This is an optimization exercise on Yosys and OpenROAD, whose aim is small area, a short achievable clock period and few clock cycles, not a production implementation.
No run shown here included a check of the RTL's function; only the layout flow was run.

File: flow/config.mk
export PLATFORM = sky130hd
export DESIGN_NAME = csi_top
export DESIGN_NICKNAME = csi_top
export VERILOG_FILES = /design/flow/design.v
export SDC_FILE = /design/flow/constraint.sdc
export NUM_CORES = 4
export LEC_CHECK = 0
export CAP_MARGIN = 20
export CORE_MARGIN = 2
export CORE_UTILIZATION = 40
export CTS_BUF_LIST = sky130_fd_sc_hd__clkbuf_4
export PLACE_DENSITY = 0.6
export SLEW_MARGIN = 20
export SYNTH_HIERARCHICAL = 1
export SYNTH_MINIMUM_KEEP_SIZE = 0
File: flow/constraint.sdc
create_clock -name core_clock -period 17.0 [get_ports {clk}]
set_input_delay 3.4000 -clock core_clock [delete_from_list [all_inputs] [get_ports {clk}]]
set_output_delay 3.4000 -clock core_clock [all_outputs]
set_load 0.01 [all_outputs]
File: flow/design.v
`timescale 1ns/100ps
module csi_fa (
	input  wire a, b, c,
	output wire s, co
);
assign s  = a ^ b ^ c;
assign co = (a & b) | (a & c) | (b & c);
endmodule
module csi_ha (
	input  wire a, b,
	output wire s, co
);
assign s  = a ^ b;
assign co = a & b;
endmodule
`timescale 1ns/100ps
module csi_top (
	input  logic        clk,
	input  logic        rst_n,
	input  logic        start,
	output logic [17:0] sram_addr,
	output logic [15:0] sram_wdata,
	output logic        sram_we_n,
	input  logic [15:0] sram_rdata,
	output logic        done
);
localparam logic [17:0] U_BASE   = 18'd38400;
localparam logic [17:0] V_BASE   = 18'd57600;
localparam logic [17:0] RGB_BASE = 18'd146944;
localparam logic [15:0] C_END    = 16'd38406;
logic        run;
logic [4:0]  ph;        
logic [15:0] c;         
logic [7:0]  col;       
logic [17:0] wc;        
wire wact = (|c[15:3]) | (c[2] & c[1]);    
logic [7:0]  uh, ul, vh, vl;
logic [7:0]  L [0:10];
wire [7:0] ins  = ph[0] ? (c[0] ? vl : vh) : (c[0] ? ul : uh);
wire       head = (col == 8'd0);
wire t157 = (col == 8'd157);
wire t158 = (col == 8'd158);
wire t159 = (col == 8'd159);
wire [7:0] tp1 = t159 ? L[6] : L[4];
wire [7:0] tp2 = t159 ? L[6] : (t158 ? L[4] : L[2]);
wire [7:0] tp3 = t159 ? L[6] : (t158 ? L[4] : (t157 ? L[2] : L[0]));
logic [8:0] ia, ib, ic;
logic [8:0] uo, vo;
wire  [16:0] it_s, it_c;
wire it_n1 = ~ia[0];
wire it_n2, it_n3;
csi_ha u_it_n2 (.a(ia[1]), .b(ia[3]), .s(it_n2), .co(it_n3));
wire it_n4, it_n5;
csi_ha u_it_n4 (.a(ia[0]), .b(~ia[5]), .s(it_n4), .co(it_n5));
wire it_n6 = ~(ia[1] ^ ~ia[6]);
wire it_n7 = ia[1] | ~ia[6];
wire it_n8, it_n9;
csi_fa u_it_n8 (.a(~ib[0]), .b(ib[3]), .c(ib[4]), .s(it_n8), .co(it_n9));
wire it_n10, it_n11;
csi_fa u_it_n10 (.a(ia[2]), .b(~ia[7]), .c(~ib[1]), .s(it_n10), .co(it_n11));
wire it_n12, it_n13;
csi_fa u_it_n12 (.a(ib[4]), .b(ib[5]), .c(ic[3]), .s(it_n12), .co(it_n13));
wire it_n14, it_n15;
csi_ha u_it_n14 (.a(ic[5]), .b(ic[7]), .s(it_n14), .co(it_n15));
wire it_n16, it_n17;
csi_fa u_it_n16 (.a(~ia[8]), .b(~ib[2]), .c(ib[5]), .s(it_n16), .co(it_n17));
wire it_n18, it_n19;
csi_fa u_it_n18 (.a(ib[6]), .b(ic[4]), .c(ic[6]), .s(it_n18), .co(it_n19));
wire it_n20, it_n21;
csi_fa u_it_n20 (.a(ic[8]), .b(ia[0]), .c(it_n2), .s(it_n20), .co(it_n21));
wire it_n22 = ~(ia[2] ^ ia[4]);
wire it_n23 = ia[2] | ia[4];
wire it_n24, it_n25;
csi_fa u_it_n24 (.a(~ib[3]), .b(ib[6]), .c(ib[7]), .s(it_n24), .co(it_n25));
wire it_n26, it_n27;
csi_fa u_it_n26 (.a(ic[5]), .b(ic[7]), .c(it_n3), .s(it_n26), .co(it_n27));
wire it_n28 = ~(ia[3] ^ ia[5]);
wire it_n29 = ia[3] | ia[5];
wire it_n30, it_n31;
csi_fa u_it_n30 (.a(~ib[4]), .b(ib[7]), .c(ib[8]), .s(it_n30), .co(it_n31));
wire it_n32, it_n33;
csi_ha u_it_n32 (.a(ic[6]), .b(ic[8]), .s(it_n32), .co(it_n33));
wire it_n34 = ~(ia[4] ^ ia[6]);
wire it_n35 = ia[4] | ia[6];
wire it_n36, it_n37;
csi_ha u_it_n36 (.a(~ib[5]), .b(ib[8]), .s(it_n36), .co(it_n37));
wire it_n38 = ~ia[5];
wire it_n39, it_n40;
csi_ha u_it_n39 (.a(~ia[3]), .b(ib[0]), .s(it_n39), .co(it_n40));
wire it_n41, it_n42;
csi_fa u_it_n41 (.a(~ia[4]), .b(ib[1]), .c(ib[2]), .s(it_n41), .co(it_n42));
wire it_n43, it_n44;
csi_ha u_it_n43 (.a(ic[0]), .b(ic[2]), .s(it_n43), .co(it_n44));
wire it_n45, it_n46;
csi_fa u_it_n45 (.a(ib[2]), .b(ib[3]), .c(ic[1]), .s(it_n45), .co(it_n46));
wire it_n47, it_n48;
csi_fa u_it_n47 (.a(ic[3]), .b(ic[5]), .c(it_n4), .s(it_n47), .co(it_n48));
wire it_n49, it_n50;
csi_fa u_it_n49 (.a(ic[2]), .b(ic[4]), .c(ic[6]), .s(it_n49), .co(it_n50));
wire it_n51, it_n52;
csi_fa u_it_n51 (.a(it_n6), .b(it_n5), .c(it_n8), .s(it_n51), .co(it_n52));
wire it_n53, it_n54;
csi_fa u_it_n53 (.a(it_n1), .b(it_n10), .c(it_n12), .s(it_n53), .co(it_n54));
wire it_n55, it_n56;
csi_fa u_it_n55 (.a(it_n7), .b(it_n14), .c(it_n9), .s(it_n55), .co(it_n56));
wire it_n57, it_n58;
csi_fa u_it_n57 (.a(it_n16), .b(it_n18), .c(it_n20), .s(it_n57), .co(it_n58));
wire it_n59, it_n60;
csi_fa u_it_n59 (.a(it_n15), .b(it_n11), .c(it_n13), .s(it_n59), .co(it_n60));
wire it_n61, it_n62;
csi_fa u_it_n61 (.a(it_n22), .b(it_n24), .c(it_n26), .s(it_n61), .co(it_n62));
wire it_n63, it_n64;
csi_fa u_it_n63 (.a(it_n17), .b(it_n19), .c(it_n21), .s(it_n63), .co(it_n64));
wire it_n65, it_n66;
csi_fa u_it_n65 (.a(it_n28), .b(it_n32), .c(it_n30), .s(it_n65), .co(it_n66));
wire it_n67, it_n68;
csi_fa u_it_n67 (.a(it_n23), .b(it_n25), .c(it_n27), .s(it_n67), .co(it_n68));
wire it_n69, it_n70;
csi_fa u_it_n69 (.a(ic[7]), .b(it_n34), .c(it_n36), .s(it_n69), .co(it_n70));
wire it_n71, it_n72;
csi_fa u_it_n71 (.a(it_n29), .b(it_n33), .c(it_n31), .s(it_n71), .co(it_n72));
wire it_n73, it_n74;
csi_fa u_it_n73 (.a(ia[7]), .b(~ib[6]), .c(ic[8]), .s(it_n73), .co(it_n74));
wire it_n75, it_n76;
csi_fa u_it_n75 (.a(it_n38), .b(it_n35), .c(it_n37), .s(it_n75), .co(it_n76));
wire it_n77 = ~(ia[6] ^ ia[8]);
wire it_n78 = ia[6] | ia[8];
wire it_n79, it_n80;
csi_ha u_it_n79 (.a(~ib[7]), .b(ia[5]), .s(it_n79), .co(it_n80));
wire it_n81 = ~ia[7];
wire it_n82, it_n83;
csi_ha u_it_n82 (.a(~ia[2]), .b(ib[0]), .s(it_n82), .co(it_n83));
wire it_n84, it_n85;
csi_fa u_it_n84 (.a(ib[1]), .b(ic[1]), .c(ic[3]), .s(it_n84), .co(it_n85));
wire it_n86, it_n87;
csi_fa u_it_n86 (.a(ic[4]), .b(it_n43), .c(it_n41), .s(it_n86), .co(it_n87));
wire it_n88, it_n89;
csi_fa u_it_n88 (.a(it_n42), .b(it_n45), .c(it_n47), .s(it_n88), .co(it_n89));
wire it_n90, it_n91;
csi_fa u_it_n90 (.a(it_n46), .b(it_n49), .c(it_n51), .s(it_n90), .co(it_n91));
wire it_n92, it_n93;
csi_fa u_it_n92 (.a(it_n50), .b(it_n55), .c(it_n53), .s(it_n92), .co(it_n93));
wire it_n94, it_n95;
csi_fa u_it_n94 (.a(it_n59), .b(it_n54), .c(it_n57), .s(it_n94), .co(it_n95));
wire it_n96, it_n97;
csi_fa u_it_n96 (.a(it_n61), .b(it_n63), .c(it_n58), .s(it_n96), .co(it_n97));
wire it_n98, it_n99;
csi_fa u_it_n98 (.a(it_n65), .b(it_n62), .c(it_n67), .s(it_n98), .co(it_n99));
wire it_n100, it_n101;
csi_fa u_it_n100 (.a(it_n69), .b(it_n71), .c(it_n66), .s(it_n100), .co(it_n101));
wire it_n102, it_n103;
csi_fa u_it_n102 (.a(it_n73), .b(it_n70), .c(it_n75), .s(it_n102), .co(it_n103));
wire it_n104, it_n105;
csi_fa u_it_n104 (.a(it_n77), .b(it_n79), .c(it_n74), .s(it_n104), .co(it_n105));
wire it_n106, it_n107;
csi_fa u_it_n106 (.a(~ib[8]), .b(it_n81), .c(it_n78), .s(it_n106), .co(it_n107));
wire it_n108 = ~ia[8];
wire it_n109 = ~~ia[0];
wire it_n110, it_n111;
csi_ha u_it_n110 (.a(~ia[1]), .b(ic[1]), .s(it_n110), .co(it_n111));
wire it_n112, it_n113;
csi_fa u_it_n112 (.a(ic[0]), .b(ic[2]), .c(it_n82), .s(it_n112), .co(it_n113));
wire it_n114, it_n115;
csi_fa u_it_n114 (.a(it_n83), .b(it_n39), .c(it_n84), .s(it_n114), .co(it_n115));
wire it_n116, it_n117;
csi_fa u_it_n116 (.a(it_n40), .b(it_n85), .c(it_n86), .s(it_n116), .co(it_n117));
wire it_n118, it_n119;
csi_fa u_it_n118 (.a(it_n44), .b(it_n87), .c(it_n88), .s(it_n118), .co(it_n119));
wire it_n120, it_n121;
csi_fa u_it_n120 (.a(it_n48), .b(it_n89), .c(it_n90), .s(it_n120), .co(it_n121));
wire it_n122, it_n123;
csi_fa u_it_n122 (.a(it_n52), .b(it_n91), .c(it_n92), .s(it_n122), .co(it_n123));
wire it_n124, it_n125;
csi_fa u_it_n124 (.a(it_n56), .b(it_n93), .c(it_n94), .s(it_n124), .co(it_n125));
wire it_n126, it_n127;
csi_fa u_it_n126 (.a(it_n60), .b(it_n95), .c(it_n96), .s(it_n126), .co(it_n127));
wire it_n128, it_n129;
csi_fa u_it_n128 (.a(it_n64), .b(it_n98), .c(it_n97), .s(it_n128), .co(it_n129));
wire it_n130, it_n131;
csi_fa u_it_n130 (.a(it_n68), .b(it_n100), .c(it_n99), .s(it_n130), .co(it_n131));
wire it_n132, it_n133;
csi_fa u_it_n132 (.a(it_n72), .b(it_n102), .c(it_n101), .s(it_n132), .co(it_n133));
wire it_n134, it_n135;
csi_fa u_it_n134 (.a(it_n76), .b(it_n104), .c(it_n103), .s(it_n134), .co(it_n135));
wire it_n136, it_n137;
csi_fa u_it_n136 (.a(it_n80), .b(it_n106), .c(it_n105), .s(it_n136), .co(it_n137));
wire it_n138, it_n139;
csi_fa u_it_n138 (.a(ia[7]), .b(it_n108), .c(it_n107), .s(it_n138), .co(it_n139));
wire it_n140 = ~ia[8];
assign it_s = {it_n140, it_n138, it_n136, it_n134, it_n132, it_n130, it_n128, it_n126, it_n124, it_n122, it_n120, it_n118, it_n116, it_n114, it_n112, it_n110, ic[0]};
assign it_c = {it_n139, it_n137, it_n135, it_n133, it_n131, it_n129, it_n127, it_n125, it_n123, it_n121, it_n119, it_n117, it_n115, it_n113, it_n111, ~ia[0], it_n109};
wire [16:0] isum = it_s + it_c;
wire [8:0]  ires = isum[16:8];
function automatic logic [8:0] ex(input logic [7:0] s);    
	ex = {s[7], ~s[7], s[6:0]};
endfunction
logic [7:0] ycur, ylo;         
logic [8:0] xcur;              
logic       selb;              
logic [8:0] gnu, gnv;          
wire [7:0]  rb_y = ycur;
wire [8:0]  rb_x = xcur;
wire        rb_selb = selb;
wire [7:0]  g_y = ycur;
wire [8:0]  g_nu = gnu;
wire [8:0]  g_nv = gnv;
wire [26:0] rbt_s, rbt_c, gt_s, gt_c;
wire rbt_n1 = ~~rb_y[6];
wire rbt_n2, rbt_n3;
csi_ha u_rbt_n2 (.a(rb_y[0]), .b(~rb_y[7]), .s(rbt_n2), .co(rbt_n3));
wire rbt_n4, rbt_n5;
csi_fa u_rbt_n4 (.a(rb_y[0]), .b(rb_y[2]), .c(rb_x[4]), .s(rbt_n4), .co(rbt_n5));
wire rbt_n6, rbt_n7;
csi_fa u_rbt_n6 (.a(rb_y[1]), .b(rb_y[3]), .c(rb_x[5]), .s(rbt_n6), .co(rbt_n7));
wire rbt_n8, rbt_n9;
csi_fa u_rbt_n8 (.a(rb_y[0]), .b(rb_y[2]), .c(rb_y[4]), .s(rbt_n8), .co(rbt_n9));
wire rbt_n10 = ~(rb_y[1] ^ rb_y[3]);
wire rbt_n11 = rb_y[1] | rb_y[3];
wire rbt_n12, rbt_n13;
csi_ha u_rbt_n12 (.a(rb_y[5]), .b(rb_x[7]), .s(rbt_n12), .co(rbt_n13));
wire rbt_n14 = ~(rb_y[2] ^ rb_y[4]);
wire rbt_n15 = rb_y[2] | rb_y[4];
wire rbt_n16, rbt_n17;
csi_fa u_rbt_n16 (.a(rb_y[6]), .b(rb_x[8]), .c((rb_selb ? rb_x[5] : rb_x[0])), .s(rbt_n16), .co(rbt_n17));
wire rbt_n18, rbt_n19;
csi_fa u_rbt_n18 (.a(rb_y[0]), .b(rb_y[3]), .c(rb_y[5]), .s(rbt_n18), .co(rbt_n19));
wire rbt_n20, rbt_n21;
csi_fa u_rbt_n20 (.a(rb_y[7]), .b((~rb_selb & rb_x[0])), .c((rb_selb ? rb_x[6] : rb_x[1])), .s(rbt_n20), .co(rbt_n21));
wire rbt_n22, rbt_n23;
csi_fa u_rbt_n22 (.a(rb_y[1]), .b(rb_y[4]), .c(rb_y[6]), .s(rbt_n22), .co(rbt_n23));
wire rbt_n24, rbt_n25;
csi_ha u_rbt_n24 (.a((rb_selb ? rb_x[0] : rb_x[1])), .b((rb_selb ? rb_x[7] : rb_x[2])), .s(rbt_n24), .co(rbt_n25));
wire rbt_n26, rbt_n27;
csi_fa u_rbt_n26 (.a(rb_y[2]), .b(rb_y[5]), .c(rb_y[7]), .s(rbt_n26), .co(rbt_n27));
wire rbt_n28, rbt_n29;
csi_fa u_rbt_n28 (.a((rb_selb ? rb_x[1] : rb_x[2])), .b((rb_selb ? rb_x[8] : rb_x[3])), .c((~rb_selb & rb_x[6])), .s(rbt_n28), .co(rbt_n29));
wire rbt_n30, rbt_n31;
csi_fa u_rbt_n30 (.a(rb_y[3]), .b(rb_y[6]), .c((rb_selb ? rb_x[2] : rb_x[3])), .s(rbt_n30), .co(rbt_n31));
wire rbt_n32, rbt_n33;
csi_ha u_rbt_n32 (.a((~rb_selb & rb_x[4])), .b((~rb_selb & rb_x[7])), .s(rbt_n32), .co(rbt_n33));
wire rbt_n34, rbt_n35;
csi_fa u_rbt_n34 (.a(rb_y[4]), .b(rb_y[7]), .c((rb_selb ? rb_x[3] : rb_x[4])), .s(rbt_n34), .co(rbt_n35));
wire rbt_n36, rbt_n37;
csi_ha u_rbt_n36 (.a(~rb_y[2]), .b(rb_x[0]), .s(rbt_n36), .co(rbt_n37));
wire rbt_n38, rbt_n39;
csi_fa u_rbt_n38 (.a(~rb_y[3]), .b(rb_x[1]), .c(rb_x[4]), .s(rbt_n38), .co(rbt_n39));
wire rbt_n40 = ~(~rb_y[4] ^ rb_x[2]);
wire rbt_n41 = ~rb_y[4] | rb_x[2];
wire rbt_n42, rbt_n43;
csi_ha u_rbt_n42 (.a(rb_x[5]), .b(rb_x[6]), .s(rbt_n42), .co(rbt_n43));
wire rbt_n44, rbt_n45;
csi_fa u_rbt_n44 (.a(~rb_y[5]), .b(rb_x[0]), .c(rb_x[3]), .s(rbt_n44), .co(rbt_n45));
wire rbt_n46, rbt_n47;
csi_fa u_rbt_n46 (.a(rb_x[6]), .b(rb_x[7]), .c((rb_selb & rb_x[4])), .s(rbt_n46), .co(rbt_n47));
wire rbt_n48, rbt_n49;
csi_fa u_rbt_n48 (.a(rb_x[1]), .b(rb_x[4]), .c(rb_x[7]), .s(rbt_n48), .co(rbt_n49));
wire rbt_n50, rbt_n51;
csi_fa u_rbt_n50 (.a(rb_x[8]), .b((rb_selb & rb_x[5])), .c(rbt_n1), .s(rbt_n50), .co(rbt_n51));
wire rbt_n52, rbt_n53;
csi_fa u_rbt_n52 (.a(rb_x[2]), .b(rb_x[5]), .c(rb_x[8]), .s(rbt_n52), .co(rbt_n53));
wire rbt_n54, rbt_n55;
csi_fa u_rbt_n54 (.a((rb_selb & rb_x[6])), .b(~rb_y[6]), .c(rbt_n2), .s(rbt_n54), .co(rbt_n55));
wire rbt_n56, rbt_n57;
csi_fa u_rbt_n56 (.a(rb_y[1]), .b(rb_x[3]), .c(rb_x[6]), .s(rbt_n56), .co(rbt_n57));
wire rbt_n58, rbt_n59;
csi_fa u_rbt_n58 (.a((rb_selb & rb_x[0])), .b((rb_selb & rb_x[7])), .c(rbt_n3), .s(rbt_n58), .co(rbt_n59));
wire rbt_n60, rbt_n61;
csi_fa u_rbt_n60 (.a(rb_x[7]), .b((rb_selb & rb_x[1])), .c((rb_selb & rb_x[8])), .s(rbt_n60), .co(rbt_n61));
wire rbt_n62, rbt_n63;
csi_fa u_rbt_n62 (.a((~rb_selb & rb_x[0])), .b(~rb_selb), .c(rbt_n4), .s(rbt_n62), .co(rbt_n63));
wire rbt_n64, rbt_n65;
csi_fa u_rbt_n64 (.a(rb_x[8]), .b((rb_selb & rb_x[2])), .c((~rb_selb & rb_x[0])), .s(rbt_n64), .co(rbt_n65));
wire rbt_n66, rbt_n67;
csi_fa u_rbt_n66 (.a((~rb_selb & rb_x[1])), .b(rbt_n5), .c(rbt_n6), .s(rbt_n66), .co(rbt_n67));
wire rbt_n68, rbt_n69;
csi_fa u_rbt_n68 (.a(rb_x[6]), .b((rb_selb & rb_x[3])), .c((~rb_selb & rb_x[1])), .s(rbt_n68), .co(rbt_n69));
wire rbt_n70, rbt_n71;
csi_fa u_rbt_n70 (.a((~rb_selb & rb_x[2])), .b(rbt_n7), .c(rbt_n8), .s(rbt_n70), .co(rbt_n71));
wire rbt_n72, rbt_n73;
csi_fa u_rbt_n72 (.a((rb_selb & rb_x[4])), .b((~rb_selb & rb_x[2])), .c((~rb_selb & rb_x[3])), .s(rbt_n72), .co(rbt_n73));
wire rbt_n74, rbt_n75;
csi_fa u_rbt_n74 (.a(rbt_n10), .b(rbt_n12), .c(rbt_n9), .s(rbt_n74), .co(rbt_n75));
wire rbt_n76, rbt_n77;
csi_fa u_rbt_n76 (.a((~rb_selb & rb_x[3])), .b((~rb_selb & rb_x[4])), .c(rbt_n14), .s(rbt_n76), .co(rbt_n77));
wire rbt_n78, rbt_n79;
csi_fa u_rbt_n78 (.a(rbt_n11), .b(rbt_n13), .c(rbt_n16), .s(rbt_n78), .co(rbt_n79));
wire rbt_n80, rbt_n81;
csi_fa u_rbt_n80 (.a((~rb_selb & rb_x[4])), .b((~rb_selb & rb_x[5])), .c(rbt_n18), .s(rbt_n80), .co(rbt_n81));
wire rbt_n82, rbt_n83;
csi_fa u_rbt_n82 (.a(rbt_n15), .b(rbt_n17), .c(rbt_n20), .s(rbt_n82), .co(rbt_n83));
wire rbt_n84, rbt_n85;
csi_fa u_rbt_n84 (.a((~rb_selb & rb_x[5])), .b((~rb_selb & rb_x[6])), .c(rbt_n22), .s(rbt_n84), .co(rbt_n85));
wire rbt_n86, rbt_n87;
csi_fa u_rbt_n86 (.a(rbt_n24), .b(rbt_n19), .c(rbt_n21), .s(rbt_n86), .co(rbt_n87));
wire rbt_n88, rbt_n89;
csi_fa u_rbt_n88 (.a((~rb_selb & rb_x[7])), .b(~rb_selb), .c(rbt_n26), .s(rbt_n88), .co(rbt_n89));
wire rbt_n90, rbt_n91;
csi_fa u_rbt_n90 (.a(rbt_n25), .b(rbt_n23), .c(rbt_n28), .s(rbt_n90), .co(rbt_n91));
wire rbt_n92, rbt_n93;
csi_fa u_rbt_n92 (.a((~rb_selb & rb_x[8])), .b(rb_selb), .c(rbt_n30), .s(rbt_n92), .co(rbt_n93));
wire rbt_n94, rbt_n95;
csi_fa u_rbt_n94 (.a(rbt_n32), .b(rbt_n27), .c(rbt_n29), .s(rbt_n94), .co(rbt_n95));
wire rbt_n96, rbt_n97;
csi_fa u_rbt_n96 (.a((~rb_selb & rb_x[5])), .b((~rb_selb & rb_x[8])), .c(~rb_selb), .s(rbt_n96), .co(rbt_n97));
wire rbt_n98, rbt_n99;
csi_fa u_rbt_n98 (.a(rbt_n33), .b(rbt_n31), .c(rbt_n34), .s(rbt_n98), .co(rbt_n99));
wire rbt_n100, rbt_n101;
csi_fa u_rbt_n100 (.a(rb_y[5]), .b((rb_selb ? rb_x[4] : rb_x[5])), .c((~rb_selb & rb_x[6])), .s(rbt_n100), .co(rbt_n101));
wire rbt_n102, rbt_n103;
csi_ha u_rbt_n102 (.a(rb_selb), .b(rbt_n35), .s(rbt_n102), .co(rbt_n103));
wire rbt_n104 = ~(rb_y[6] ^ (rb_selb ? rb_x[5] : rb_x[6]));
wire rbt_n105 = rb_y[6] | (rb_selb ? rb_x[5] : rb_x[6]);
wire rbt_n106, rbt_n107;
csi_ha u_rbt_n106 (.a(rb_y[7]), .b((rb_selb ? rb_x[6] : rb_x[7])), .s(rbt_n106), .co(rbt_n107));
wire rbt_n108 = ~~rb_y[0];
wire rbt_n109, rbt_n110;
csi_fa u_rbt_n109 (.a(~rb_y[1]), .b(rb_x[2]), .c(rb_x[3]), .s(rbt_n109), .co(rbt_n110));
wire rbt_n111, rbt_n112;
csi_fa u_rbt_n111 (.a(rb_x[3]), .b(rb_x[4]), .c((rb_selb & rb_x[1])), .s(rbt_n111), .co(rbt_n112));
wire rbt_n113, rbt_n114;
csi_fa u_rbt_n113 (.a(rb_x[5]), .b((rb_selb & rb_x[2])), .c(rbt_n38), .s(rbt_n113), .co(rbt_n114));
wire rbt_n115, rbt_n116;
csi_fa u_rbt_n115 (.a((rb_selb & rb_x[3])), .b(rbt_n40), .c(rbt_n42), .s(rbt_n115), .co(rbt_n116));
wire rbt_n117, rbt_n118;
csi_fa u_rbt_n117 (.a(rbt_n41), .b(rbt_n44), .c(rbt_n46), .s(rbt_n117), .co(rbt_n118));
wire rbt_n119, rbt_n120;
csi_fa u_rbt_n119 (.a(rbt_n45), .b(rbt_n48), .c(rbt_n50), .s(rbt_n119), .co(rbt_n120));
wire rbt_n121, rbt_n122;
csi_fa u_rbt_n121 (.a(rbt_n49), .b(rbt_n52), .c(rbt_n54), .s(rbt_n121), .co(rbt_n122));
wire rbt_n123, rbt_n124;
csi_fa u_rbt_n123 (.a(rbt_n53), .b(rbt_n56), .c(rbt_n58), .s(rbt_n123), .co(rbt_n124));
wire rbt_n125, rbt_n126;
csi_fa u_rbt_n125 (.a(rbt_n57), .b(rbt_n60), .c(rbt_n62), .s(rbt_n125), .co(rbt_n126));
wire rbt_n127, rbt_n128;
csi_fa u_rbt_n127 (.a(rbt_n61), .b(rbt_n64), .c(rbt_n66), .s(rbt_n127), .co(rbt_n128));
wire rbt_n129, rbt_n130;
csi_fa u_rbt_n129 (.a(rbt_n65), .b(rbt_n68), .c(rbt_n70), .s(rbt_n129), .co(rbt_n130));
wire rbt_n131, rbt_n132;
csi_fa u_rbt_n131 (.a(rbt_n69), .b(rbt_n72), .c(rbt_n74), .s(rbt_n131), .co(rbt_n132));
wire rbt_n133, rbt_n134;
csi_fa u_rbt_n133 (.a(rbt_n73), .b(rbt_n76), .c(rbt_n78), .s(rbt_n133), .co(rbt_n134));
wire rbt_n135, rbt_n136;
csi_fa u_rbt_n135 (.a(rbt_n77), .b(rbt_n80), .c(rbt_n82), .s(rbt_n135), .co(rbt_n136));
wire rbt_n137, rbt_n138;
csi_fa u_rbt_n137 (.a(rbt_n81), .b(rbt_n84), .c(rbt_n86), .s(rbt_n137), .co(rbt_n138));
wire rbt_n139, rbt_n140;
csi_fa u_rbt_n139 (.a(rbt_n85), .b(rbt_n88), .c(rbt_n90), .s(rbt_n139), .co(rbt_n140));
wire rbt_n141, rbt_n142;
csi_fa u_rbt_n141 (.a(rbt_n89), .b(rbt_n92), .c(rbt_n94), .s(rbt_n141), .co(rbt_n142));
wire rbt_n143, rbt_n144;
csi_fa u_rbt_n143 (.a(rbt_n96), .b(rbt_n93), .c(rbt_n98), .s(rbt_n143), .co(rbt_n144));
wire rbt_n145, rbt_n146;
csi_fa u_rbt_n145 (.a(rbt_n97), .b(rbt_n100), .c(rbt_n102), .s(rbt_n145), .co(rbt_n146));
wire rbt_n147, rbt_n148;
csi_fa u_rbt_n147 (.a((~rb_selb & rb_x[7])), .b(rbt_n104), .c(rbt_n101), .s(rbt_n147), .co(rbt_n148));
wire rbt_n149, rbt_n150;
csi_fa u_rbt_n149 (.a((~rb_selb & rb_x[8])), .b(rb_selb), .c(rbt_n106), .s(rbt_n149), .co(rbt_n150));
wire rbt_n151, rbt_n152;
csi_ha u_rbt_n151 (.a((rb_selb ? rb_x[7] : rb_x[8])), .b(rb_selb), .s(rbt_n151), .co(rbt_n152));
wire rbt_n153, rbt_n154;
csi_ha u_rbt_n153 (.a(rb_x[1]), .b(rb_x[2]), .s(rbt_n153), .co(rbt_n154));
wire rbt_n155, rbt_n156;
csi_fa u_rbt_n155 (.a((rb_selb & rb_x[0])), .b(~rb_y[0]), .c(rbt_n109), .s(rbt_n155), .co(rbt_n156));
wire rbt_n157, rbt_n158;
csi_fa u_rbt_n157 (.a(rbt_n36), .b(rbt_n110), .c(rbt_n111), .s(rbt_n157), .co(rbt_n158));
wire rbt_n159, rbt_n160;
csi_fa u_rbt_n159 (.a(rbt_n37), .b(rbt_n112), .c(rbt_n113), .s(rbt_n159), .co(rbt_n160));
wire rbt_n161, rbt_n162;
csi_fa u_rbt_n161 (.a(rbt_n39), .b(rbt_n115), .c(rbt_n114), .s(rbt_n161), .co(rbt_n162));
wire rbt_n163, rbt_n164;
csi_fa u_rbt_n163 (.a(rbt_n43), .b(rbt_n116), .c(rbt_n117), .s(rbt_n163), .co(rbt_n164));
wire rbt_n165, rbt_n166;
csi_fa u_rbt_n165 (.a(rbt_n47), .b(rbt_n118), .c(rbt_n119), .s(rbt_n165), .co(rbt_n166));
wire rbt_n167, rbt_n168;
csi_fa u_rbt_n167 (.a(rbt_n51), .b(rbt_n120), .c(rbt_n121), .s(rbt_n167), .co(rbt_n168));
wire rbt_n169, rbt_n170;
csi_fa u_rbt_n169 (.a(rbt_n55), .b(rbt_n123), .c(rbt_n122), .s(rbt_n169), .co(rbt_n170));
wire rbt_n171, rbt_n172;
csi_fa u_rbt_n171 (.a(rbt_n59), .b(rbt_n124), .c(rbt_n125), .s(rbt_n171), .co(rbt_n172));
wire rbt_n173, rbt_n174;
csi_fa u_rbt_n173 (.a(rbt_n63), .b(rbt_n126), .c(rbt_n127), .s(rbt_n173), .co(rbt_n174));
wire rbt_n175, rbt_n176;
csi_fa u_rbt_n175 (.a(rbt_n67), .b(rbt_n128), .c(rbt_n129), .s(rbt_n175), .co(rbt_n176));
wire rbt_n177, rbt_n178;
csi_fa u_rbt_n177 (.a(rbt_n71), .b(rbt_n131), .c(rbt_n130), .s(rbt_n177), .co(rbt_n178));
wire rbt_n179, rbt_n180;
csi_fa u_rbt_n179 (.a(rbt_n75), .b(rbt_n132), .c(rbt_n133), .s(rbt_n179), .co(rbt_n180));
wire rbt_n181, rbt_n182;
csi_fa u_rbt_n181 (.a(rbt_n79), .b(rbt_n134), .c(rbt_n135), .s(rbt_n181), .co(rbt_n182));
wire rbt_n183, rbt_n184;
csi_fa u_rbt_n183 (.a(rbt_n83), .b(rbt_n136), .c(rbt_n137), .s(rbt_n183), .co(rbt_n184));
wire rbt_n185, rbt_n186;
csi_fa u_rbt_n185 (.a(rbt_n87), .b(rbt_n138), .c(rbt_n139), .s(rbt_n185), .co(rbt_n186));
wire rbt_n187, rbt_n188;
csi_fa u_rbt_n187 (.a(rbt_n91), .b(rbt_n140), .c(rbt_n141), .s(rbt_n187), .co(rbt_n188));
wire rbt_n189, rbt_n190;
csi_fa u_rbt_n189 (.a(rbt_n95), .b(rbt_n143), .c(rbt_n142), .s(rbt_n189), .co(rbt_n190));
wire rbt_n191, rbt_n192;
csi_fa u_rbt_n191 (.a(rbt_n99), .b(rbt_n145), .c(rbt_n144), .s(rbt_n191), .co(rbt_n192));
wire rbt_n193, rbt_n194;
csi_fa u_rbt_n193 (.a(rbt_n103), .b(rbt_n147), .c(rbt_n146), .s(rbt_n193), .co(rbt_n194));
wire rbt_n195, rbt_n196;
csi_fa u_rbt_n195 (.a(rbt_n105), .b(rbt_n149), .c(rbt_n148), .s(rbt_n195), .co(rbt_n196));
wire rbt_n197, rbt_n198;
csi_fa u_rbt_n197 (.a(rbt_n107), .b(rbt_n151), .c(rbt_n150), .s(rbt_n197), .co(rbt_n198));
wire rbt_n199, rbt_n200;
csi_fa u_rbt_n199 (.a((rb_selb & rb_x[8])), .b(~rb_selb), .c(rbt_n152), .s(rbt_n199), .co(rbt_n200));
assign rbt_s = {1'b1, rbt_n199, rbt_n197, rbt_n195, rbt_n193, rbt_n191, rbt_n189, rbt_n187, rbt_n185, rbt_n183, rbt_n181, rbt_n179, rbt_n177, rbt_n175, rbt_n173, rbt_n171, rbt_n169, rbt_n167, rbt_n165, rbt_n163, rbt_n161, rbt_n159, rbt_n157, rbt_n155, rbt_n108, rb_x[0], rb_x[0]};
assign rbt_c = {rbt_n200, rbt_n198, rbt_n196, rbt_n194, rbt_n192, rbt_n190, rbt_n188, rbt_n186, rbt_n184, rbt_n182, rbt_n180, rbt_n178, rbt_n176, rbt_n174, rbt_n172, rbt_n170, rbt_n168, rbt_n166, rbt_n164, rbt_n162, rbt_n160, rbt_n158, rbt_n156, rbt_n154, rbt_n153, rb_x[1], 1'b0};
wire gt_n1, gt_n2;
csi_ha u_gt_n1 (.a(g_y[0]), .b(g_y[3]), .s(gt_n1), .co(gt_n2));
wire gt_n3 = ~(g_y[1] ^ g_y[4]);
wire gt_n4 = g_y[1] | g_y[4];
wire gt_n5, gt_n6;
csi_ha u_gt_n5 (.a(g_y[2]), .b(g_y[5]), .s(gt_n5), .co(gt_n6));
wire gt_n7 = ~g_y[1];
wire gt_n8, gt_n9;
csi_fa u_gt_n8 (.a(g_y[0]), .b(g_y[2]), .c(g_y[4]), .s(gt_n8), .co(gt_n9));
wire gt_n10 = ~(g_y[1] ^ g_y[3]);
wire gt_n11 = g_y[1] | g_y[3];
wire gt_n12, gt_n13;
csi_fa u_gt_n12 (.a(g_y[5]), .b(g_nu[0]), .c(g_nu[1]), .s(gt_n12), .co(gt_n13));
wire gt_n14, gt_n15;
csi_fa u_gt_n14 (.a(g_y[2]), .b(g_y[4]), .c(g_y[6]), .s(gt_n14), .co(gt_n15));
wire gt_n16, gt_n17;
csi_fa u_gt_n16 (.a(g_nu[1]), .b(g_nu[2]), .c(g_nu[5]), .s(gt_n16), .co(gt_n17));
wire gt_n18, gt_n19;
csi_ha u_gt_n18 (.a(g_nv[0]), .b(g_nv[1]), .s(gt_n18), .co(gt_n19));
wire gt_n20, gt_n21;
csi_fa u_gt_n20 (.a(g_y[5]), .b(g_y[7]), .c(g_nu[2]), .s(gt_n20), .co(gt_n21));
wire gt_n22, gt_n23;
csi_fa u_gt_n22 (.a(g_nu[3]), .b(g_nu[6]), .c(g_nv[1]), .s(gt_n22), .co(gt_n23));
wire gt_n24, gt_n25;
csi_fa u_gt_n24 (.a(g_nv[2]), .b(g_nv[4]), .c(gt_n1), .s(gt_n24), .co(gt_n25));
wire gt_n26, gt_n27;
csi_fa u_gt_n26 (.a(g_y[6]), .b(g_nu[3]), .c(g_nu[4]), .s(gt_n26), .co(gt_n27));
wire gt_n28, gt_n29;
csi_fa u_gt_n28 (.a(g_nu[7]), .b(g_nv[2]), .c(g_nv[3]), .s(gt_n28), .co(gt_n29));
wire gt_n30, gt_n31;
csi_fa u_gt_n30 (.a(g_nv[5]), .b(gt_n3), .c(gt_n2), .s(gt_n30), .co(gt_n31));
wire gt_n32, gt_n33;
csi_fa u_gt_n32 (.a(g_y[7]), .b(g_nu[4]), .c(g_nu[5]), .s(gt_n32), .co(gt_n33));
wire gt_n34, gt_n35;
csi_fa u_gt_n34 (.a(g_nu[8]), .b(g_nv[3]), .c(g_nv[4]), .s(gt_n34), .co(gt_n35));
wire gt_n36, gt_n37;
csi_fa u_gt_n36 (.a(g_nv[6]), .b(gt_n4), .c(gt_n5), .s(gt_n36), .co(gt_n37));
wire gt_n38 = ~(g_y[3] ^ g_y[6]);
wire gt_n39 = g_y[3] | g_y[6];
wire gt_n40, gt_n41;
csi_fa u_gt_n40 (.a(g_nu[5]), .b(g_nu[6]), .c(g_nv[4]), .s(gt_n40), .co(gt_n41));
wire gt_n42, gt_n43;
csi_fa u_gt_n42 (.a(g_nv[5]), .b(g_nv[7]), .c(gt_n6), .s(gt_n42), .co(gt_n43));
wire gt_n44 = ~(g_y[4] ^ g_y[7]);
wire gt_n45 = g_y[4] | g_y[7];
wire gt_n46, gt_n47;
csi_fa u_gt_n46 (.a(g_nu[6]), .b(g_nu[7]), .c(g_nv[5]), .s(gt_n46), .co(gt_n47));
wire gt_n48, gt_n49;
csi_ha u_gt_n48 (.a(g_nv[6]), .b(g_nv[8]), .s(gt_n48), .co(gt_n49));
wire gt_n50 = ~(g_y[5] ^ g_nu[7]);
wire gt_n51 = g_y[5] | g_nu[7];
wire gt_n52, gt_n53;
csi_ha u_gt_n52 (.a(g_nu[8]), .b(g_nv[6]), .s(gt_n52), .co(gt_n53));
wire gt_n54 = ~~g_y[2];
wire gt_n55 = ~(~g_y[3] ^ g_nu[1]);
wire gt_n56 = ~g_y[3] | g_nu[1];
wire gt_n57, gt_n58;
csi_ha u_gt_n57 (.a(g_nu[2]), .b(g_nv[0]), .s(gt_n57), .co(gt_n58));
wire gt_n59 = ~(~g_y[4] ^ g_nu[2]);
wire gt_n60 = ~g_y[4] | g_nu[2];
wire gt_n61, gt_n62;
csi_fa u_gt_n61 (.a(g_nu[3]), .b(g_nv[1]), .c(g_nv[6]), .s(gt_n61), .co(gt_n62));
wire gt_n63, gt_n64;
csi_fa u_gt_n63 (.a(~g_y[5]), .b(g_nu[3]), .c(g_nu[4]), .s(gt_n63), .co(gt_n64));
wire gt_n65, gt_n66;
csi_ha u_gt_n65 (.a(g_nv[2]), .b(g_nv[7]), .s(gt_n65), .co(gt_n66));
wire gt_n67 = ~(~g_y[6] ^ g_nu[4]);
wire gt_n68 = ~g_y[6] | g_nu[4];
wire gt_n69, gt_n70;
csi_fa u_gt_n69 (.a(g_nu[5]), .b(g_nv[3]), .c(g_nv[8]), .s(gt_n69), .co(gt_n70));
wire gt_n71 = ~(g_y[0] ^ ~g_y[7]);
wire gt_n72 = g_y[0] | ~g_y[7];
wire gt_n73, gt_n74;
csi_fa u_gt_n73 (.a(g_nu[5]), .b(g_nu[6]), .c(g_nv[4]), .s(gt_n73), .co(gt_n74));
wire gt_n75 = ~(g_y[1] ^ g_nu[0]);
wire gt_n76 = g_y[1] | g_nu[0];
wire gt_n77, gt_n78;
csi_fa u_gt_n77 (.a(g_nu[6]), .b(g_nu[7]), .c(g_nv[5]), .s(gt_n77), .co(gt_n78));
wire gt_n79, gt_n80;
csi_fa u_gt_n79 (.a(g_y[0]), .b(g_y[2]), .c(g_nu[1]), .s(gt_n79), .co(gt_n80));
wire gt_n81, gt_n82;
csi_fa u_gt_n81 (.a(g_nu[7]), .b(g_nu[8]), .c(g_nv[6]), .s(gt_n81), .co(gt_n82));
wire gt_n83, gt_n84;
csi_fa u_gt_n83 (.a(g_y[3]), .b(g_nu[2]), .c(g_nu[8]), .s(gt_n83), .co(gt_n84));
wire gt_n85, gt_n86;
csi_fa u_gt_n85 (.a(g_nv[0]), .b(g_nv[7]), .c(gt_n7), .s(gt_n85), .co(gt_n86));
wire gt_n87, gt_n88;
csi_fa u_gt_n87 (.a(g_nu[0]), .b(g_nu[3]), .c(g_nv[1]), .s(gt_n87), .co(gt_n88));
wire gt_n89, gt_n90;
csi_fa u_gt_n89 (.a(g_nv[8]), .b(g_y[1]), .c(gt_n8), .s(gt_n89), .co(gt_n90));
wire gt_n91, gt_n92;
csi_fa u_gt_n91 (.a(g_nu[4]), .b(g_nv[0]), .c(g_nv[2]), .s(gt_n91), .co(gt_n92));
wire gt_n93, gt_n94;
csi_fa u_gt_n93 (.a(gt_n10), .b(gt_n9), .c(gt_n12), .s(gt_n93), .co(gt_n94));
wire gt_n95, gt_n96;
csi_fa u_gt_n95 (.a(g_nv[3]), .b(gt_n14), .c(gt_n16), .s(gt_n95), .co(gt_n96));
wire gt_n97, gt_n98;
csi_fa u_gt_n97 (.a(gt_n11), .b(gt_n18), .c(gt_n13), .s(gt_n97), .co(gt_n98));
wire gt_n99, gt_n100;
csi_fa u_gt_n99 (.a(gt_n20), .b(gt_n22), .c(gt_n24), .s(gt_n99), .co(gt_n100));
wire gt_n101, gt_n102;
csi_fa u_gt_n101 (.a(gt_n19), .b(gt_n15), .c(gt_n17), .s(gt_n101), .co(gt_n102));
wire gt_n103, gt_n104;
csi_fa u_gt_n103 (.a(gt_n26), .b(gt_n28), .c(gt_n30), .s(gt_n103), .co(gt_n104));
wire gt_n105, gt_n106;
csi_fa u_gt_n105 (.a(gt_n21), .b(gt_n23), .c(gt_n25), .s(gt_n105), .co(gt_n106));
wire gt_n107, gt_n108;
csi_fa u_gt_n107 (.a(gt_n32), .b(gt_n34), .c(gt_n36), .s(gt_n107), .co(gt_n108));
wire gt_n109, gt_n110;
csi_fa u_gt_n109 (.a(gt_n27), .b(gt_n29), .c(gt_n31), .s(gt_n109), .co(gt_n110));
wire gt_n111, gt_n112;
csi_fa u_gt_n111 (.a(gt_n38), .b(gt_n40), .c(gt_n42), .s(gt_n111), .co(gt_n112));
wire gt_n113, gt_n114;
csi_fa u_gt_n113 (.a(gt_n33), .b(gt_n35), .c(gt_n37), .s(gt_n113), .co(gt_n114));
wire gt_n115, gt_n116;
csi_fa u_gt_n115 (.a(gt_n44), .b(gt_n48), .c(gt_n46), .s(gt_n115), .co(gt_n116));
wire gt_n117, gt_n118;
csi_fa u_gt_n117 (.a(gt_n39), .b(gt_n41), .c(gt_n43), .s(gt_n117), .co(gt_n118));
wire gt_n119, gt_n120;
csi_fa u_gt_n119 (.a(g_nv[7]), .b(gt_n50), .c(gt_n52), .s(gt_n119), .co(gt_n120));
wire gt_n121, gt_n122;
csi_fa u_gt_n121 (.a(gt_n45), .b(gt_n49), .c(gt_n47), .s(gt_n121), .co(gt_n122));
wire gt_n123, gt_n124;
csi_fa u_gt_n123 (.a(g_y[6]), .b(g_nu[8]), .c(g_nv[7]), .s(gt_n123), .co(gt_n124));
wire gt_n125, gt_n126;
csi_fa u_gt_n125 (.a(g_nv[8]), .b(gt_n51), .c(gt_n53), .s(gt_n125), .co(gt_n126));
wire gt_n127 = ~g_y[7];
wire gt_n128 = ~~g_y[1];
wire gt_n129, gt_n130;
csi_fa u_gt_n129 (.a(g_nu[0]), .b(g_nu[1]), .c(g_nv[4]), .s(gt_n129), .co(gt_n130));
wire gt_n131, gt_n132;
csi_fa u_gt_n131 (.a(g_nv[5]), .b(gt_n55), .c(gt_n57), .s(gt_n131), .co(gt_n132));
wire gt_n133, gt_n134;
csi_fa u_gt_n133 (.a(gt_n59), .b(gt_n56), .c(gt_n61), .s(gt_n133), .co(gt_n134));
wire gt_n135, gt_n136;
csi_fa u_gt_n135 (.a(gt_n60), .b(gt_n65), .c(gt_n63), .s(gt_n135), .co(gt_n136));
wire gt_n137, gt_n138;
csi_fa u_gt_n137 (.a(gt_n67), .b(gt_n64), .c(gt_n69), .s(gt_n137), .co(gt_n138));
wire gt_n139, gt_n140;
csi_fa u_gt_n139 (.a(gt_n71), .b(gt_n68), .c(gt_n73), .s(gt_n139), .co(gt_n140));
wire gt_n141, gt_n142;
csi_fa u_gt_n141 (.a(gt_n75), .b(gt_n72), .c(gt_n77), .s(gt_n141), .co(gt_n142));
wire gt_n143, gt_n144;
csi_fa u_gt_n143 (.a(gt_n76), .b(gt_n79), .c(gt_n81), .s(gt_n143), .co(gt_n144));
wire gt_n145, gt_n146;
csi_fa u_gt_n145 (.a(gt_n80), .b(gt_n83), .c(gt_n85), .s(gt_n145), .co(gt_n146));
wire gt_n147, gt_n148;
csi_fa u_gt_n147 (.a(gt_n84), .b(gt_n87), .c(gt_n89), .s(gt_n147), .co(gt_n148));
wire gt_n149, gt_n150;
csi_fa u_gt_n149 (.a(gt_n88), .b(gt_n91), .c(gt_n93), .s(gt_n149), .co(gt_n150));
wire gt_n151, gt_n152;
csi_fa u_gt_n151 (.a(gt_n92), .b(gt_n97), .c(gt_n95), .s(gt_n151), .co(gt_n152));
wire gt_n153, gt_n154;
csi_fa u_gt_n153 (.a(gt_n101), .b(gt_n96), .c(gt_n99), .s(gt_n153), .co(gt_n154));
wire gt_n155, gt_n156;
csi_fa u_gt_n155 (.a(gt_n105), .b(gt_n100), .c(gt_n103), .s(gt_n155), .co(gt_n156));
wire gt_n157, gt_n158;
csi_fa u_gt_n157 (.a(gt_n109), .b(gt_n104), .c(gt_n107), .s(gt_n157), .co(gt_n158));
wire gt_n159, gt_n160;
csi_fa u_gt_n159 (.a(gt_n111), .b(gt_n113), .c(gt_n108), .s(gt_n159), .co(gt_n160));
wire gt_n161, gt_n162;
csi_fa u_gt_n161 (.a(gt_n115), .b(gt_n112), .c(gt_n117), .s(gt_n161), .co(gt_n162));
wire gt_n163, gt_n164;
csi_fa u_gt_n163 (.a(gt_n119), .b(gt_n121), .c(gt_n116), .s(gt_n163), .co(gt_n164));
wire gt_n165, gt_n166;
csi_fa u_gt_n165 (.a(gt_n123), .b(gt_n120), .c(gt_n125), .s(gt_n165), .co(gt_n166));
wire gt_n167, gt_n168;
csi_fa u_gt_n167 (.a(g_nv[8]), .b(gt_n127), .c(gt_n124), .s(gt_n167), .co(gt_n168));
wire gt_n169 = ~~g_y[0];
wire gt_n170, gt_n171;
csi_fa u_gt_n170 (.a(g_nu[0]), .b(g_nv[3]), .c(gt_n128), .s(gt_n170), .co(gt_n171));
wire gt_n172, gt_n173;
csi_fa u_gt_n172 (.a(~g_y[1]), .b(gt_n54), .c(gt_n129), .s(gt_n172), .co(gt_n173));
wire gt_n174, gt_n175;
csi_fa u_gt_n174 (.a(~g_y[2]), .b(gt_n130), .c(gt_n131), .s(gt_n174), .co(gt_n175));
wire gt_n176, gt_n177;
csi_fa u_gt_n176 (.a(gt_n58), .b(gt_n132), .c(gt_n133), .s(gt_n176), .co(gt_n177));
wire gt_n178, gt_n179;
csi_fa u_gt_n178 (.a(gt_n62), .b(gt_n134), .c(gt_n135), .s(gt_n178), .co(gt_n179));
wire gt_n180, gt_n181;
csi_fa u_gt_n180 (.a(gt_n66), .b(gt_n136), .c(gt_n137), .s(gt_n180), .co(gt_n181));
wire gt_n182, gt_n183;
csi_fa u_gt_n182 (.a(gt_n70), .b(gt_n139), .c(gt_n138), .s(gt_n182), .co(gt_n183));
wire gt_n184, gt_n185;
csi_fa u_gt_n184 (.a(gt_n74), .b(gt_n140), .c(gt_n141), .s(gt_n184), .co(gt_n185));
wire gt_n186, gt_n187;
csi_fa u_gt_n186 (.a(gt_n78), .b(gt_n142), .c(gt_n143), .s(gt_n186), .co(gt_n187));
wire gt_n188, gt_n189;
csi_fa u_gt_n188 (.a(gt_n82), .b(gt_n144), .c(gt_n145), .s(gt_n188), .co(gt_n189));
wire gt_n190, gt_n191;
csi_fa u_gt_n190 (.a(gt_n86), .b(gt_n146), .c(gt_n147), .s(gt_n190), .co(gt_n191));
wire gt_n192, gt_n193;
csi_fa u_gt_n192 (.a(gt_n90), .b(gt_n148), .c(gt_n149), .s(gt_n192), .co(gt_n193));
wire gt_n194, gt_n195;
csi_fa u_gt_n194 (.a(gt_n94), .b(gt_n150), .c(gt_n151), .s(gt_n194), .co(gt_n195));
wire gt_n196, gt_n197;
csi_fa u_gt_n196 (.a(gt_n98), .b(gt_n152), .c(gt_n153), .s(gt_n196), .co(gt_n197));
wire gt_n198, gt_n199;
csi_fa u_gt_n198 (.a(gt_n102), .b(gt_n154), .c(gt_n155), .s(gt_n198), .co(gt_n199));
wire gt_n200, gt_n201;
csi_fa u_gt_n200 (.a(gt_n106), .b(gt_n156), .c(gt_n157), .s(gt_n200), .co(gt_n201));
wire gt_n202, gt_n203;
csi_fa u_gt_n202 (.a(gt_n110), .b(gt_n158), .c(gt_n159), .s(gt_n202), .co(gt_n203));
wire gt_n204, gt_n205;
csi_fa u_gt_n204 (.a(gt_n114), .b(gt_n161), .c(gt_n160), .s(gt_n204), .co(gt_n205));
wire gt_n206, gt_n207;
csi_fa u_gt_n206 (.a(gt_n118), .b(gt_n163), .c(gt_n162), .s(gt_n206), .co(gt_n207));
wire gt_n208, gt_n209;
csi_fa u_gt_n208 (.a(gt_n122), .b(gt_n165), .c(gt_n164), .s(gt_n208), .co(gt_n209));
wire gt_n210, gt_n211;
csi_fa u_gt_n210 (.a(gt_n126), .b(gt_n167), .c(gt_n166), .s(gt_n210), .co(gt_n211));
wire gt_n212, gt_n213;
csi_ha u_gt_n212 (.a(g_y[7]), .b(gt_n168), .s(gt_n212), .co(gt_n213));
assign gt_s = {1'b1, 1'b1, gt_n212, gt_n210, gt_n208, gt_n206, gt_n204, gt_n202, gt_n200, gt_n198, gt_n196, gt_n194, gt_n192, gt_n190, gt_n188, gt_n186, gt_n184, gt_n182, gt_n180, gt_n178, gt_n176, gt_n174, gt_n172, gt_n170, g_nv[2], g_nv[1], 1'b1};
assign gt_c = {1'b0, gt_n213, gt_n211, gt_n209, gt_n207, gt_n205, gt_n203, gt_n201, gt_n199, gt_n197, gt_n195, gt_n193, gt_n191, gt_n189, gt_n187, gt_n185, gt_n183, gt_n181, gt_n179, gt_n177, gt_n175, gt_n173, gt_n171, ~g_y[0], gt_n169, 1'b0, g_nv[0]};
wire [16:0] rb_lo = {1'b0, rbt_s[15:0]} + {1'b0, rbt_c[15:0]};
wire [16:0] g_lo  = {1'b0, gt_s[15:0]} + {1'b0, gt_c[15:0]};
logic [10:0] rb_hs, rb_hc, g_hs, g_hc;
logic        rb_cy, g_cy;
function automatic logic [7:0] clip(input logic [10:0] h);   
	if (h[10])
		clip = 8'd0;
	else if (h[9] | h[8])
		clip = 8'd255;
	else
		clip = h[7:0];
endfunction
wire [10:0] rb_h = rb_hs + rb_hc + {10'd0, rb_cy};
wire [10:0] g_h  = g_hs + g_hc + {10'd0, g_cy};
wire [7:0]  rb   = clip(rb_h);
wire [7:0]  gg   = clip(g_h);
logic [7:0] bbuf;
always_ff @(posedge clk or negedge rst_n) begin
	if (!rst_n) begin
		run       <= 1'b0;
		done      <= 1'b0;
		sram_we_n <= 1'b1;
	end else begin
		sram_we_n <= ~(run & wact & (ph[1] | ph[3] | ph[4]));
		if (!run) begin
			if (start) begin
				run  <= 1'b1;
				done <= 1'b0;
			end
		end else if (ph[0] && c == C_END) begin
			run  <= 1'b0;
			done <= 1'b1;
		end
	end
end
always_ff @(posedge clk) begin
	if (!run) begin
		ph  <= 5'b00001;
		c   <= 16'd0;
		col <= 8'd155;
		wc  <= RGB_BASE;
	end else begin
		ph <= {ph[3:0], ph[4]};
		if (ph[4]) begin
			c   <= c + 16'd1;
			col <= (col == 8'd159) ? 8'd0 : col + 8'd1;
		end
		if (wact & (ph[1] | ph[3] | ph[4]))
			wc <= wc + 18'd1;
	end
end
always_ff @(posedge clk) begin
	if (ph[0])
		sram_addr <= {2'b00, c - 16'd5};
	else if (ph[2])
		sram_addr <= (c[0] ? U_BASE : V_BASE) + {3'b000, c[15:1]};
	else
		sram_addr <= wc;
	sram_wdata[15:8] <= ph[1] ? rb : (ph[3] ? bbuf : gg);
	sram_wdata[7:0]  <= ph[1] ? gg : rb;
	if (ph[2])
		bbuf <= rb;
end
always_ff @(posedge clk) begin
	if (ph[3]) begin
		ycur <= sram_rdata[15:8];
		ylo  <= sram_rdata[7:0];
	end else if (ph[1]) begin
		ycur <= ylo;
	end
	if (ph[0] & c[0])
		{vh, vl} <= sram_rdata;
	if (ph[0] & ~c[0])
		{uh, ul} <= sram_rdata;
	if (run & (ph[0] | ph[2])) begin
		L[0] <= ins;
		for (int i = 1; i <= 10; i++)
			L[i] <= L[i-1];
		if (head) begin
			L[8]  <= L[5];
			L[10] <= L[5];
		end
	end
end
always_ff @(posedge clk) begin
	xcur <= ph[4] ? ex(L[7]) : (ph[0] ? ex(L[6]) : (ph[1] ? vo : uo));
	selb <= ph[0] | ph[2];
	gnu  <= ~(ph[4] ? ex(L[6]) : uo);
	gnv  <= ~(ph[4] ? ex(L[7]) : vo);
	ia <= {1'b0, L[6]} + {1'b0, tp1};
	ib <= {1'b0, L[8]} + {1'b0, tp2};
	ic <= {1'b0, L[10]} + {1'b0, tp3};
	if (ph[3])
		vo <= ires;
	if (ph[4])
		uo <= ires;
	rb_hs <= rbt_s[26:16];
	rb_hc <= rbt_c[26:16];
	rb_cy <= rb_lo[16];
	g_hs  <= gt_s[26:16];
	g_hc  <= gt_c[26:16];
	g_cy  <= g_lo[16];
end
endmodule
File: flow/run.sh
#!/bin/bash
# synth_recipe.tcl (not shown) runs the flow's synth.tcl, then flattens the netlist and writes it again
# the make line also repeats each setting of config.mk as NAME=value (left out here)
make -C /OpenROAD-flow-scripts/flow DESIGN_CONFIG=/design/flow/config.mk WORK_HOME=/design/flow/orfs CLKGATE_MAP_FILE= SYNTH_SCRIPT=/design/flow/synth_recipe.tcl finish
==> summary.md, run 1 <==
| Metric | Value |
|---|---|
| Post-CTS setup buffers | `0` |
| Main synth FF type | `dfxtp_1` |
| Fin crit share | `0.311` |
| Clock sinks | `343` |
| Avg Cell Area, Syn | `12.5 um^2` |
| # Max-Cap Violations | `0` |
| Register area | `0.00851 mm^2` |
| Post-synthesis mux area share | `0.0443` |
| Hold Crit Endpoint | `L[4][5]` |
| End of the worst register-to-register path | `vo[8]` |
| Largest family of logic cells by synthesized area | `adder cells` |
| Crit-path slowest cell | `clkdlybuf4s50_1` |
| Area of the multi-input gates | `roughly 0.012 mm^2` |
| GRT Overall Usage | `0.178` |
| Hold depth | `0` |
| Fill cells | `4728` |
| PnR worst setup slack | `11720 ps` |
| Largest cells by area after synthesis | `edfxtp_1, fa_1, dfxtp_1` |
| Initial DRC Count | `around 800` |
| Largest net degree at the start of global routing | `65` |
| Worst reg2reg startpoint | `ib[3]` |
| Final WL | `about 46000 um` |
| Final core utilization | `0.452` |
| Arr. time, crit path | `1880 ps` |
| Post-cts resize count | `0` |
| FF+latch count, synth | `343` |
| CP peak stage delay | `530 ps` |
| Setup slack, reg-to-reg | `12550 ps` |
| EDFF count, synth | `162` |
| Placeable Area | `just over 0.05 mm^2` |
| Initial Utilization | `0.405` |
| WP data required | `13600 ps` |
| Hold slack | `385 ps` |
| Reg clk slew, reported paths | `70 ps` |
| Total CTS buffers | `89` |
| Vias | `12900` |
| Met2 usage | `0.285` |
| TritonCTS clock tree | `yes` |
| Layout cells sized above 1 | `0.125` |
| Global routing usage on met1 | `0.238` |
| Cells after Synth | `1667` |
| Routability cong. | `between 0.8 and 0.9` |
| Hold Startpoint | `L[3][5]` |
| Setup-failing EPs final | `0` |
| Status | `finished clean` |
| Worst Setup End Kind | `primary output` |
| R2R cell count | `12` |
| Total buffers and inverters traversed by the critical path | `1` |
| Clk root buf | `clkbuf_4` |
| Leading cell type in the layout, fill and taps excluded | `fa_1` |
| RSZ-0062 raised after global routing | `false` |
| Worst-Skew Late Latency | `840 ps` |
| Top Usage Layer GRT | `met2` |
| Pre-CTS setup slack | `12550 ps` |
| Synthesis-to-layout area growth | `11.5%` |
| Post-route antenna net violation count | `0` |
| Top Ports | `55` |
| Yosys top cell area share | `0.233` |
| Setup_tns | `0 ps` |
| Die X-Extent | `232 um` |
| Fmax | `189 MHz` |
| Met3 Use GR | `0.0350` |
| DR vias/cell | `5.11` |
| Die height | `232 um` |
| Hold Crit Class | `reg -> reg` |
| Post-DR wirelength/cell | `18.3 um` |
| First-pass GRT wire length | `roughly 75000 um` |
| Post-Synth Simple-Gate Area | `0.0885` |
| Detailed placement HPWL | `between 30000 and 40000 um` |
| Hold Fails Final Rpt | `0` |
| CP max FO | `1` |
| Xor-xnor portion of the synthesized cell area | `0.0369` |
| Tmin final | `5280 ps` |
| Most frequent cells in the layout | `fa_1, dfxtp_1, edfxtp_1, ha_1, clkbuf_4` |
| Initial antenna violation count | `2` |
| First-pass DRT Iterations | `5` |
| Seq/Total Area, Yosys | `0.408` |
| Pins over their slew limit | `0` |
| Fraction of registers with async set/reset | `0.00875` |
| Hold Buf Count CTS | `0` |
| Distinct cells, synth | `between 70 and 80` |
| PortBufs | `54` |
| Layout Skew | `74.2 ps` |
| Critical path class | `reg -> out` |
| Post-synthesis net count | `slightly above 2000` |
| Rows | `83` |
| DRC viols | `0` |
| Synthesized area | `~0.021 mm^2` |
| Area leader, netlist | `edfxtp_1` |
| Post-synthesis compound-gate area fraction | `0.0793` |
| Post-Synth Adder-Cell Area | `0.308` |
| Ys Warns | `8` |
| Clk buf depth | `3` |
| Final #Nets | `2166` |
| Slew @ Worst Pin | `946 ps` |
| Vias in the first global route | `roughly 14000` |
| CP Cell Sequence | `clkdlybuf4s50_1` |
| DIE AREA | `about 0.054 mm^2` |
| Max H-tree Level | `3` |
| Startpoint Class | `flop` |
| Remaining Overflow, GRT | `0` |
| CP delay by family, top | `buffers and inverters` |
| Slew margin rel. | `0.369` |
[modules after synthesis, one instance, submodules excluded]
module	area, um^2	cells inside	copies in the design
csi_top	16000	1416	1
csi_fa	20.0	1	223
csi_ha	12.5	1	28
[cell usage after synthesis, types with 11 or more instances]
library cell and instances:
xor2_1 32, and3_1 13, inv_1 122, or2_2 15, nor2_1 51, dfxtp_1 178, a21oi_1 55, fa_1 231
a21o_1 18, clkbuf_1 34, a211oi_1 11, edfxtp_1 162, nand2_1 104, ha_1 144, mux2i_1 46, nand3_1 39
mux2_2 25, nand4_1 19, nand2b_1 14, xnor2_1 54, and2_1 36, o21ai_0 73, or3_1 12, nor2b_1 26
[cell type report]
cell class | instances | share of cell area
tap | 680 | 0.0366
clock inverter | 35 | 0.00754
inverter | 122 | 0.0197
multi-input combinational | 1148 | 0.500
timing repair buffer | 68 | 0.0278
clock buffer | 130 | 0.0420
sequential | 343 | 0.366
antenna | 1 | 0.000108
[worst max-delay path by stage]
stage / start / end / cells past startpoint
2_1_floorplan: ib[3] / uo[8] / 12
3_3_place_gp: sram_we_n / sram_we_n / 1
3_5_place_dp: ib[3] / uo[8] / 12
4_1_cts: sram_we_n / sram_we_n / 1
5_1_grt: sram_we_n / sram_we_n / 1
6_report: sram_we_n / sram_we_n / 1
[flip-flops by register name, summed over array words and instances, names as in the netlist, 10 cells and up]
name	flops
sram_addr	18
c	16
rb_hc	11
sram_wdata	16
L	88
g_hc	10
rb_hs	10
wc	18
[logic make-up after synthesis]
logic type      Yosys count
compound gates          247
xor+xnor                 87
fa+ha+maj               375
buf+inv                 176
flops                   343
mux                      79
simple gates            360
[per-stage QoR]
| step | area (um^2) | std cells |
|---|---|---|
| after floorplan | 20800 | 1667 |
| after global placement | 22100 | 2361 |
| final | 23200 | 2527 |
| after global routing | 23200 | 2527 |
| after detailed placement | 22100 | 2361 |
| after CTS | 23200 | 2526 |
[metal layers]
layer / share of wire / vias to the layer above
met5: 0 / -
met3: 0.046 / 67
li1: - / 6078
met1: 0.45 / 6479
met4: 0.026 / 0
met2: 0.47 / 298
==> inputs of run 2 (changes only) <==
--- a/flow/config.mk
+++ b/flow/config.mk
@@ -8,7 +8,8 @@
 export CAP_MARGIN = 20
 export CORE_MARGIN = 2
 export CORE_UTILIZATION = 40
-export CTS_BUF_LIST = sky130_fd_sc_hd__clkbuf_4
+export CTS_BUF_LIST = sky130_fd_sc_hd__clkbuf_8
+export CTS_CLUSTER_SIZE = 50
 export PLACE_DENSITY = 0.6
 export SLEW_MARGIN = 20
 export SYNTH_HIERARCHICAL = 1
==> run 2 against run 1 <==
  * Utilization is 0.17 points higher
  * Still clean on timing, DRC and antenna
  * Register-to-register slack is essentially flat
  * Die area stayed put
  * Highest routed layer unchanged
  * Global-route usage fell by 0.080 points
==> summary.md, run 2 <==
| Metric | Value |
|---|---|
| Synthesized area | `0.0208 mm^2 (unchanged)` |
| Largest cells by area after synthesis | `edfxtp_1, fa_1, dfxtp_1` |
| DIE AREA | `0.0539 mm^2 (unchanged)` |
| Metal1 wirelength | `20700 um (-1.5%)` |
| Top Metal Used | `met4` |
| Vias in the first global route | `13800 (-1.4%)` |
| Status | `finished clean` |
| Clk buf depth | `3 (unchanged)` |
| First-pass DRT Iterations | `5 (unchanged)` |
| Initial DRC Count | `893 (+11%)` |
| End of the worst register-to-register path | `uo[8]` |
| Leading cell type in the layout, fill and taps excluded | `fa_1` |
| Largest net degree at the start of global routing | `65 (unchanged)` |
| Clk root buf | `clkbuf_8` |
| Initial antenna violation count | `1 (-1)` |
| Placeable Area | `0.0514 mm^2 (unchanged)` |
| Fill cells | `4692 (-0.76%)` |
| Die X-Extent | `232 um (unchanged)` |
| Hold depth | `0 (unchanged)` |
| Max FFs per register | `88 (unchanged)` |
| Post-DR wirelength/cell | `18.7 um (+1.9%)` |
| Slew @ Worst Pin | `946 ps (+0.0699 ps)` |
| Initial Utilization | `0.405 (unchanged)` |
| Routed wl met3 | `2330 um (+9.5%)` |
| Register area | `0.00851 mm^2 (unchanged)` |
| Hold Startpoint | `L[1][6]` |
| Post-synth top cells | `fa_1, dfxtp_1, edfxtp_1, ha_1, inv_1` |
| Post-CTS setup buffers | `0 (unchanged)` |
| Detailed placement HPWL | `35000 um (unchanged)` |
| Hold Fails Final Rpt | `0 (unchanged)` |
| Remaining Overflow, GRT | `0 (unchanged)` |
| Dpl cell area | `0.0221 mm^2 (unchanged)` |
| # diodes | `0 (-1)` |
| Top reg by flops | `L` |
| Tmin final | `5110 ps (-173 ps)` |
| Post-synthesis net count | `2061 (unchanged)` |
| Avg Cell Area, Syn | `12.5 um^2 (unchanged)` |
| Fmax | `196 MHz (+3.4%)` |
| WP data required | `13600 ps (about the same)` |
| GRT Overall Usage | `0.177 (-0.000801)` |
| EDFF count, synth | `162 (unchanged)` |
| Fin crit share | `0.301 (-0.0102)` |
| Fraction of registers with async set/reset | `0.00875 (unchanged)` |
| Distinct cells, synth | `71 (unchanged)` |
| RSZ-0062 raised after global routing | `false` |
| Hold Crit Endpoint | `L[2][6]` |
| DRC viols | `0 (unchanged)` |
| Seq/Total Area, Yosys | `0.408 (unchanged)` |
| Arr. time, crit path | `1710 ps (-170 ps)` |
| Area leader, netlist | `edfxtp_1` |
| Yosys top cell area share | `0.233 (unchanged)` |
| Cells after Synth | `1667 (unchanged)` |
| Top Ports | `55 (unchanged)` |
| Die height | `232 um (unchanged)` |
| R2R cell count | `12 (unchanged)` |
| Hold Crit Class | `reg -> reg` |
| Rows | `83 (unchanged)` |
| Synthesis-to-layout area growth | `11.9%` |
| Most frequent cells in the layout | `fa_1, dfxtp_1, edfxtp_1, ha_1, inv_1` |
| Total CTS buffers | `58 (-35%)` |
| Layout cells sized above 1 | `0.0983 (-0.0263)` |
| First-pass GRT wire length | `74600 um (+0.19%)` |
| Total buffers and inverters traversed by the critical path | `1 (unchanged)` |
| Hold Buf Count CTS | `0 (unchanged)` |
-- run 2: cell counts after synthesis --
No cell type changed its count.
-- run 2: modules after synthesis, one instance, submodules excluded --
module	flip-flops and latches	area [um^2]	times used
csi_ha	0	12.5	28
csi_fa	0	20.0	223
csi_top	343	16000	1
-- run 2: metrics by stage --
| step | std cells | utilization | worst slack (ps) |
|---|---|---|---|
| floorplan | 1667 | - | 12770 |
| global route | 2470 | 0.454 | 11810 |
| CTS | 2470 | 0.454 | 11830 |
| global placement | 2361 | 0.430 | 12580 |
| detailed placement | 2361 | 0.430 | 12550 |
| finish | 2470 | 0.454 | 11890 |
-- run 2: worst max-delay path by stage --
stage / cells after the start / slack, ps / end / from
2_1_floorplan: 12 / 12770 / uo[8] / ib[3]
3_3_place_gp: 1 / 12580 / sram_we_n / sram_we_n
3_5_place_dp: 12 / 12550 / uo[8] / ib[3]
4_1_cts: 1 / 11830 / sram_we_n / sram_we_n
5_1_grt: 1 / 11810 / sram_we_n / sram_we_n
6_report: 1 / 11890 / sram_we_n / sram_we_n
-- run 2: cells by family after synthesis --
kind of cell	after synthesis	share of synthesized area
fa+ha+maj	375	0.308
simple gates	360	0.0885
flops	343	0.408
compound gates	247	0.0793
buf+inv	176	0.0345
xor+xnor	87	0.0369
mux	79	0.0443
-- run 2: layer usage --
layer,track usage,vias to the layer above
met5,0,-
met4,0.0543,0
met3,0.0340,66
met2,0.286,303
met1,0.242,6375
li1,-,5965
-- run 2: layout make-up --
cell class                      instances  area share
Timing Repair Buffer                   68      0.0277
Clock buffer                           71      0.0419
Tap cell                              680      0.0365
Multi-Input combinational cell       1148       0.498
Sequential cell                       343       0.365
Clock inverter                         38      0.0112
Inverter                              122      0.0196

==> separate check: timing with driven ports <==
The results above use ideal ports. As a check the final layouts listed here were re-extracted and re-timed, cells and wires unchanged. Step 1 (the two cells are an assumption about what drives the block):
set clk [get_ports {clk}]
set_driving_cell -lib_cell sky130_fd_sc_hd__clkbuf_16 $clk
set_driving_cell -lib_cell sky130_fd_sc_hd__buf_2 [delete_from_list [all_inputs] $clk]
Step 2 also shifts input and output timing later by t, the mid clock arrival at the registers, as if the neighbouring blocks saw the same clock. Three values: ideal, step 1, step 2; two values: the first two.
| run | t, ns | slack for setup (ns) | hold WS [ns] | worst register clock-pin slew, ns |
|---|---|---|---|---|
| run 1 | 0.855 | 11.717 / 11.663 / 12.518 | 0.385 / 0.385 / 0.385 | 0.07 / 0.07 |
| run 2 | 0.706 | 11.890 / 11.839 / 12.545 | 0.415 / 0.415 / 0.415 | 0.07 / 0.07 |
After both steps every run listed still meets setup and hold.
